Source: an optimization exercise on an open RTL-to-GDS flow (aim: small area and a short achievable clock period). Production flows keep margins and buffers that such runs may drop. In this exercise RTL edits were held to simulation tests only and were not proved equivalent to the original. Power is estimated from default activity; no workload was simulated.

**flow/constraint.sdc**
```tcl
create_clock -name core_clock -period 8.0 [get_ports {Clock}]
set_input_delay 1.6000 -clock core_clock [delete_from_list [all_inputs] [get_ports {Clock}]]
set_output_delay 1.6000 -clock core_clock [all_outputs]
set_load 0.01 [all_outputs]
```
**flow/design.v**
```verilog
module proc(DIN, Resetn, Clock, Run, Done, BusWires);
	input [15:0] DIN;
	input Resetn, Clock, Run;
	output Done;
	output [15:0] BusWires;
	parameter T0 = 2'b00, T1 = 2'b01, T2 = 2'b10, T3 = 2'b11;
	reg [15:0] BusWires;
	reg [0:7] Rin, Rout;
	reg [15:0] Sum;
	reg IRin, Done, DINout, Ain, Gin, Gout, AddSub, ADDRin,incr_pc,W_D;
	reg [1:0] Tstep_Q, Tstep_D;
	wire [2:0] I;
	wire [0:7] Xreg, Yreg;
	wire [15:0] R0, R1, R2, R3, R4, R5, R6, R7, A, G;
	wire [1:9] IR;
	wire [1:10] Sel; 
	assign I = IR[1:3];
	dec3to8 decX (IR[4:6], 1'b1, Xreg);
	dec3to8 decY (IR[7:9], 1'b1, Yreg);
	always @(Tstep_Q, Run, Done)
	begin
		case (Tstep_Q)
			T0:
				if (~Run) Tstep_D = T0;
				else Tstep_D = T1;
	 		T1:
				if (Done) Tstep_D = T0;
				else Tstep_D = T2;
			T2: 
 				Tstep_D = T3;
			T3: 
 				Tstep_D = T0;
		endcase
	end
  	parameter mv = 4'b0000, mvi = 4'b0001, add = 4'b0010, sub = 4'b0011, storex=4'b0100,loadex=4'b0101,mvnzex=4'b0110,shftex=4'b0111,orex=4'b1000,andex=4'b1001;
	always @(*)
	begin
		Done = 1'b0; Ain = 1'b0; Gin = 1'b0; Gout = 1'b0; AddSub = 1'b0;
		IRin = 1'b0; DINout = 1'b0; Rin = 8'b0; Rout = 8'b0;ADDRin = 1'b0;
		incr_pc = 1'b0;W_D = 1'b0;
		case (Tstep_Q)
			T0: 
				begin
					IRin = 1'b1;
				end
			T1:   
				case (I)
					mv: 
					begin
						Rout = Yreg;
						Rin = Xreg;
						Done = 1'b1;
					end
					mvi: 
					begin
						DINout = 1'b1;
						Rin = Xreg; 
						Done = 1'b1;
					end
					add, sub: 
					begin
						Rout = Xreg;
						Ain = 1'b1;
					end
					loadex:  
					begin
						Rout = Yreg;
						ADDRin = 1'b1;
					end
					storex:  
					begin
						Rout = Xreg;
					end
					mvnzex:  
					begin
						if (G != 0) begin
						Rout = Yreg;
						Rin = Xreg;
					end
					Done = 1'b1;
					end		
				endcase
			T2:   
				case (I)
					add: 
					begin
						Rout = Yreg;
						Gin = 1'b1;
					end
					sub: 
					begin
						Rout = Yreg;
						AddSub = 1'b1;
						Gin = 1'b1;
					end
					loadex:  
					begin
						DINout = 1'b1;
						Rin = Xreg;
						Done = 1'b1;
					end
					storex:  
					begin
						Rout = Yreg;
						ADDRin = 1'b1;
						W_D = 1'b1;
					end
					andex:
					begin
						Rout = Yreg;
						AddSub = 1'b1;
						Gin = 1'b1;
					end
					orex:
					begin
						Rout = Yreg;
						Gin = 1'b1;
					end
					shftex:
					begin
						Rout = Yreg;
						Rin = Xreg;
						Done = 1'b1;
					end
				endcase
			T3:  
				case (I)
					add, sub: 
					begin
						Gout = 1'b1;
						Rin = Xreg;
						Done = 1'b1;
					end
				endcase
		endcase
	end	
	always @(posedge Clock, negedge Resetn)
		if (!Resetn)
			Tstep_Q <= T0;
		else
			Tstep_Q <= Tstep_D;
	regn reg_0 (BusWires, Rin[0], Clock, R0);
	regn reg_1 (BusWires, Rin[1], Clock, R1);
	regn reg_2 (BusWires, Rin[2], Clock, R2);
	regn reg_3 (BusWires, Rin[3], Clock, R3);
	regn reg_4 (BusWires, Rin[4], Clock, R4);
	regn reg_5 (BusWires, Rin[5], Clock, R5);
	regn reg_6 (BusWires, Rin[6], Clock, R6);
	regn reg_7 (BusWires, Rin[7], Clock, R7);
	regn reg_A (BusWires, Ain, Clock, A);
	regn #(.n(9)) reg_IR (DIN[15:7], IRin, Clock, IR);
	always @(AddSub or A or BusWires)
		begin
		if (!AddSub)
			Sum = A + BusWires;
	    else
			Sum = A - BusWires;
		end
	regn reg_G (Sum, Gin, Clock, G);
	assign Sel = {Rout, Gout, DINout};
	always @(*)
	begin
		if (Sel == 10'b1000000000)
			BusWires = R0;
   	else if (Sel == 10'b0100000000)
			BusWires = R1;
		else if (Sel == 10'b0010000000)
			BusWires = R2;
		else if (Sel == 10'b0001000000)
			BusWires = R3;
		else if (Sel == 10'b0000100000)
			BusWires = R4;
		else if (Sel == 10'b0000010000)
			BusWires = R5;
		else if (Sel == 10'b0000001000)
			BusWires = R6;
		else if (Sel == 10'b0000000100)
			BusWires = R7;
		else if (Sel == 10'b0000000010)
			BusWires = G;
   	else BusWires = DIN;
	end	
endmodule
module dec3to8(W, En, Y);
	input [2:0] W;
	input En;
	output [0:7] Y;
	reg [0:7] Y;
	always @(W or En)
	begin
		if (En == 1)
			case (W)
				3'b000: Y = 8'b10000000;
	   	   3'b001: Y = 8'b01000000;
				3'b010: Y = 8'b00100000;
				3'b011: Y = 8'b00010000;
				3'b100: Y = 8'b00001000;
				3'b101: Y = 8'b00000100;
				3'b110: Y = 8'b00000010;
				3'b111: Y = 8'b00000001;
			endcase
		else 
			Y = 8'b00000000;
	end
endmodule
module regn(R, Rin, Clock, Q);
	parameter n = 16;
	input [n-1:0] R;
	input Rin, Clock;
	output [n-1:0] Q;
	reg [n-1:0] Q;
	always @(posedge Clock)
	 	if (Rin)
			Q <= R;
endmodule
```
**flow/run.sh**
```bash
#!/bin/bash
# synth_recipe.tcl (not shown) runs the flow's synth.tcl, then flattens the netlist and writes it again
# the make line also repeats each setting of config.mk as NAME=value (left out here)
make -C /OpenROAD-flow-scripts/flow DESIGN_CONFIG=/design/flow/config.mk WORK_HOME=/design/flow/orfs CLKGATE_MAP_FILE= SYNTH_SCRIPT=/design/flow/synth_recipe.tcl finish
```
**flow/config.mk**
```make
export PLATFORM = sky130hd
export DESIGN_NAME = proc
export DESIGN_NICKNAME = proc
export VERILOG_FILES = /design/flow/design.v
export SDC_FILE = /design/flow/constraint.sdc
export NUM_CORES = 4
export LEC_CHECK = 0
export CAP_MARGIN = 20
export CORE_MARGIN = 2
export CORE_UTILIZATION = 40
export PLACE_DENSITY = 0.6
export SLEW_MARGIN = 20
```
==> run summary <==
----------------------------------------------------
[Run status]
  Status ... complete, no violations

[Hold path]
  Worst hold-check path type ... flip-flop to flip-flop
  Worst hold path cell count ... 2

[Setup path]
  Count of cells along the worst register-to-register path ... 23
  Biggest fanout along the worst timing path ... 16
  Critical Setup Path Class ... flip-flop to flip-flop
  Worst setup EP type ... flip-flop
  Crit start category ... flip-flop
  Required time worst endpoint ... roughly 8.2 ns
  Data arrival time of the critical path ... about 7.5 ns

[Floorplanning]
  Die area ... roughly 24000 um^2
  Die span in x ... ~160 um
  Floorplan Core Area ... 22500 um^2
  FP Rows ... 55
  Die span in y ... 155.1 um
  Initial standard-cell utilization of the core ... ~40%
  Count of boundary I/O pins ... 36

[Clock network]
  TritonCTS clock tree ... built
  Count of H-tree levels built during CTS ... 4
  Clk slew on worst S/H paths ... 0.08 ns
  Total clock buffers created by CTS ... 17
  TritonCTS Sinks ... 187
  Number of buffers on the longest clock path ... 2
  Number of buffers inserted by post-CTS setup repair ... 0
  Clock Root Buffer ... sky130_fd_sc_hd__clkbuf_16
  Clock latency on the worst-skew pair ... ~0.44 ns

[Placement]
  Post-DP HPWL ... 17410 um
  Setup WS pre-CTS ... between 0.7 and 0.8 ns
  Number of I/O port buffers ... 35
  Final Wtd Congestion ... about 0.88

[Pwr]
  Peak supply drop ... between 0.0002 and 0.0003 V
  LEAKAGE ... around 3.6 nW
  Total power density per cell area ... 499.4 nW/um^2

[Routing]
  Final routed wirelength across all metal layers ... 24480 um
  Number of vias after detailed routing ... roughly 6.4k
  Count of antenna-violating nets left after detailed routing ... 0
  Vias per cell ... between 6 and 7
  Number of violations reported at the end of detailed-routing iteration 0 ... ~580
  DR DRC count ... 0
  Number of iterations in the first detailed-routing pass ... 5
  Wirelength per Cell ... 22.98 um

[Global routing]
  Via count of the first global-routing pass ... approximately 6.3k
  Overall track demand over capacity in global routing ... between 20 and 25%
  Wire length of the first global-routing pass ... about 37000 um
  Initial antenna violation count ... 0
  Largest net degree at the start of global routing ... 30
  Total gr overflow ... 0

[Timing]
  Worst Skew ... 0.01776 ns
  Fin crit period ... between 7 and 8 ns
  Min setup slack post-route ... 0.7441 ns
  Transition at the pin with the smallest max-transition slack ... slightly below 1 ns
  Setup repair after global routing missed its margin ... false
  Setup violators final ... 0
  Final-report hold violation count ... 0
  Max Fclk ... between 100 and 150 MHz
  Max-slew headroom at the worst pin ... approximately a third
  Number of max-slew violations in the final report ... 0
  Final-layout worst hold slack ... between 0.6 and 0.7 ns
  Setup TNS ... 0 ns
  Tcrit/Tclk final ... roughly nine tenths

[Cells and area]
  Diode insertion count for antenna repair ... 0
  Signed area change from the synthesized netlist to the final layout ... 15.69%
  Post-layout utilization of the core ... 46.97%
  Final net count ... about 800
  Share of post-route cells with drive strength above 1 ... between 10% and 20%
  Count of fill cells added during filler insertion ... about 2.0k

[Yosys]
  Leading area contributor after synthesis ... sky130_fd_sc_hd__edfxtp_1
  Most area-consuming cells after synthesis ... sky130_fd_sc_hd__edfxtp_1, sky130_fd_sc_hd__dfxtp_1, sky130_fd_sc_hd__nor2_1, sky130_fd_sc_hd__ha_1, sky130_fd_sc_hd__a21oi_1
  Area share of the largest cell type after synthesis ... 55.55%
  Post-synthesis instance area ... 9136 um^2
  Commonest register cell after synthesis ... sky130_fd_sc_hd__edfxtp_1
  Cells after Synth ... 702
  Library cells used by synthesis ... 96
  Yosys warnings ... 4
  Sequential element share of the synthesized area ... 59.60%
  Share of flip-flops with an asynchronous set or reset after synthesis ... 1.070%
  #FFs+latches synth ... ~190
  EDFF count, synth ... ~170
  Post-synthesis net count ... 738
  Post-Synthesis Mean Instance Area ... approximately 13 um^2

[Job]
  Maximum Capacitance Violations ... 0

----------------------------------------------------
flip-flops by register name (all words and copies together) (netlist names), named ones only:
| signal | count |
|---|---|
| Tstep_Q | 1 |
| Xreg | 8 |
| Yreg | 8 |
| reg_0.Q | 16 |
| reg_1.Q | 16 |
| reg_2.Q | 16 |
| reg_3.Q | 16 |
| reg_4.Q | 16 |
| reg_5.Q | 16 |
| reg_6.Q | 16 |
| reg_7.Q | 16 |
| reg_A.Q | 16 |
| reg_G.Q | 16 |
| reg_IR.Q | 9 |
cells in the final DEF (no fill, tap or decap), types with 6 or more instances in the layout:
| cell | instances |
|---|---|
| sky130_fd_sc_hd__o211ai_1 | 7 |
| sky130_fd_sc_hd__a211oi_1 | 9 |
| sky130_fd_sc_hd__nand2b_1 | 6 |
| sky130_fd_sc_hd__nor2_1 | 62 |
| sky130_fd_sc_hd__mux2i_1 | 11 |
| sky130_fd_sc_hd__mux2_2 | 12 |
| sky130_fd_sc_hd__a31oi_1 | 13 |
| sky130_fd_sc_hd__a222oi_1 | 8 |
| sky130_fd_sc_hd__a21oi_1 | 27 |
| sky130_fd_sc_hd__o21ai_0 | 16 |
| sky130_fd_sc_hd__o22ai_1 | 13 |
| sky130_fd_sc_hd__nand3_1 | 15 |
| sky130_fd_sc_hd__clkbuf_16 | 17 |
| sky130_fd_sc_hd__nand4_1 | 7 |
| sky130_fd_sc_hd__xnor2_1 | 14 |
| sky130_fd_sc_hd__inv_1 | 17 |
| sky130_fd_sc_hd__ha_1 | 16 |
| sky130_fd_sc_hd__nand2_1 | 30 |
| sky130_fd_sc_hd__buf_4 | 32 |
| sky130_fd_sc_hd__a21o_1 | 7 |
| sky130_fd_sc_hd__nor2b_1 | 13 |
| sky130_fd_sc_hd__nor4_1 | 6 |
| sky130_fd_sc_hd__clkdlybuf4s50_1 | 35 |
| sky130_fd_sc_hd__nor4_2 | 8 |
| sky130_fd_sc_hd__or3_1 | 12 |
| sky130_fd_sc_hd__nor3_1 | 15 |
| sky130_fd_sc_hd__dfxtp_1 | 16 |
| sky130_fd_sc_hd__edfxtp_1 | 169 |
| sky130_fd_sc_hd__o21ai_1 | 12 |
| sky130_fd_sc_hd__xor2_1 | 12 |
where the power goes:
group / internal [mW] / switching [mW]
sequential: 1.58 / 0.140
combinational: 1.06 / 1.67
clock: 0.421 / 0.418
routing by layer:
| metal | part of all wire [%] | GRT usage (%) | wire length [um] | up-vias |
|---|---|---|---|---|
| li1 | - | - | - | 2950 |
| met5 | 0 | 0 | 0 | - |
| met4 | 2.4 | 7.187 | 598 | 0 |
| met1 | 43 | 27.17 | 10510 | 3199 |
| met2 | 50 | 35.34 | 12120 | 201 |
| met3 | 5.1 | 3.148 | 1239 | 41 |
Yosys cell counts, types with 4 or more instances:
master,instances
sky130_fd_sc_hd__buf_2,5
sky130_fd_sc_hd__buf_4,4
sky130_fd_sc_hd__ha_1,16
sky130_fd_sc_hd__o21ai_0,17
sky130_fd_sc_hd__nor3b_1,5
sky130_fd_sc_hd__nand2_1,30
sky130_fd_sc_hd__a22o_1,4
sky130_fd_sc_hd__and3_1,5
sky130_fd_sc_hd__o211a_1,4
sky130_fd_sc_hd__o211ai_1,7
sky130_fd_sc_hd__or3_1,12
sky130_fd_sc_hd__nor4_2,7
sky130_fd_sc_hd__a222oi_1,8
sky130_fd_sc_hd__xnor2_1,14
sky130_fd_sc_hd__mux2i_1,11
sky130_fd_sc_hd__mux2_2,12
sky130_fd_sc_hd__a21oi_1,27
sky130_fd_sc_hd__a31oi_1,13
sky130_fd_sc_hd__nand3_1,15
sky130_fd_sc_hd__a22oi_1,5
sky130_fd_sc_hd__edfxtp_1,169
sky130_fd_sc_hd__o21bai_1,5
sky130_fd_sc_hd__nor3_1,15
sky130_fd_sc_hd__o22ai_1,13
sky130_fd_sc_hd__o311a_1,5
sky130_fd_sc_hd__inv_1,17
sky130_fd_sc_hd__clkbuf_1,8
sky130_fd_sc_hd__nor2b_1,13
sky130_fd_sc_hd__nand4_1,7
sky130_fd_sc_hd__a21o_1,7
sky130_fd_sc_hd__nand2b_1,6
sky130_fd_sc_hd__nor2_1,63
sky130_fd_sc_hd__o22a_1,5
sky130_fd_sc_hd__xor2_1,12
sky130_fd_sc_hd__nor4_1,7
sky130_fd_sc_hd__o21ai_1,11
sky130_fd_sc_hd__a32o_1,5
sky130_fd_sc_hd__a211oi_1,10
sky130_fd_sc_hd__dfxtp_1,16
worst max-delay path, stage by stage, from the launching register on:
cell and delay [ns]:
sky130_fd_sc_hd__edfxtp_1 0.42, sky130_fd_sc_hd__nor4_2 0.40, sky130_fd_sc_hd__nand4_2 0.30, sky130_fd_sc_hd__a211o_2 0.56, sky130_fd_sc_hd__a32o_1 0.40, sky130_fd_sc_hd__nor3_2 0.78
sky130_fd_sc_hd__a221o_1 0.27, sky130_fd_sc_hd__o211ai_1 0.09, sky130_fd_sc_hd__nand3_1 0.13, sky130_fd_sc_hd__inv_1 0.05, sky130_fd_sc_hd__ha_1 0.28, sky130_fd_sc_hd__mux2i_1 0.25
sky130_fd_sc_hd__ha_1 0.28, sky130_fd_sc_hd__nor2b_1 0.12, sky130_fd_sc_hd__o21ai_0 0.26, sky130_fd_sc_hd__a21boi_0 0.19, sky130_fd_sc_hd__o211ai_1 0.24, sky130_fd_sc_hd__a21oi_1 0.11
sky130_fd_sc_hd__a2111oi_0 0.51, sky130_fd_sc_hd__o41ai_1 0.24, sky130_fd_sc_hd__a31o_2 0.32, sky130_fd_sc_hd__or3_1 0.39, sky130_fd_sc_hd__o311ai_0 0.32, sky130_fd_sc_hd__nor3_1 0.08
timing repair:
action,4_1_cts,5_1_grt
resized for setup,0,1
endpoints found under the setup margin,0,1
hold buffers,0,0
cells by family (layout without fill, tap and decap cells):
family	Yosys count	after routing	synth area share [%]
AO/OA/AOI/OAI	196	196	17.05
XOR/XNOR	27	27	2.671
adder cells (fa/ha/maj)	17	17	2.410
buffers and inverters	38	116	2.040
flip-flops	187	187	59.60
multiplexers	24	24	2.849
AND/OR/NAND/NOR	213	213	13.38
layout make-up:
| class | count | area (um^2) | share of cell area [%] |
|---|---|---|---|
| Sequential cell | 187 | 5445 | 51.52 |
| Multi-Input combinational cell | 477 | 3525 | 33.35 |
| Clock buffer | 17 | 425.4 | 4.025 |
| Clock inverter | 15 | 163.9 | 1.551 |
| Inverter | 17 | 63.81 | 0.6037 |
| Tap cell | 285 | 356.6 | 3.374 |
| Timing Repair Buffer | 67 | 590.6 | 5.587 |
per-stage QoR:
step,power [mW],instances,instance area [um^2]
3_3_place_gp,4.409,1033,9975
3_5_place_dp,4.438,1033,9975
6_report,5.279,1065,10570
2_1_floorplan,3.451,702,9136
4_1_cts,5.288,1065,10560
5_1_grt,5.608,1065,10570
worst paths after layout:
check / startpoint / to / slack (ns)
max: reg_G.Q[3]$_DFFE_PP_ / reg_G.Q[15]$_DFFE_PP_ / 0.74
min: reg_IR.Q[3]$_DFFE_PP_ / Xreg[5]$_SDFF_PN0_ / 0.61
max reg2reg: reg_G.Q[3]$_DFFE_PP_ / reg_G.Q[15]$_DFFE_PP_ / 0.74
min reg2reg: reg_IR.Q[3]$_DFFE_PP_ / Xreg[5]$_SDFF_PN0_ / 0.61
max in group asynchronous: Resetn / asynchronous set/reset pin / 6.56
min in group asynchronous: Resetn / Tstep_Q[0]$_DFF_PN0_ / 1.32

## what the ideal ports hide
The flow's constraints put no driver on any port. The routed layout listed below was extracted and timed again, unchanged, in two steps. Step 1, drivers: a clkbuf_16 drives Clock and a buf_2 each remaining input, both assumed. Step 2 moves the port delays by t, midway between the first and last clock arrival at a register: inputs arrive t later, outputs are due t later. That takes back most of the time a late clock gives input paths. Three values: ideal ports, drivers, drivers and shift; two values: the first two.
shift t [ns]: 0.477
setup WS [ns]: 0.744 / 0.744 / 0.744
worst setup path at the end: register to register
latest minus earliest clock arrival (ns): 0.018 / 0.018
After both steps setup and hold are still met in this run. For this run, drivers alone change the setup slack by 0.000 ns; drivers and shift together by 0.000 ns.
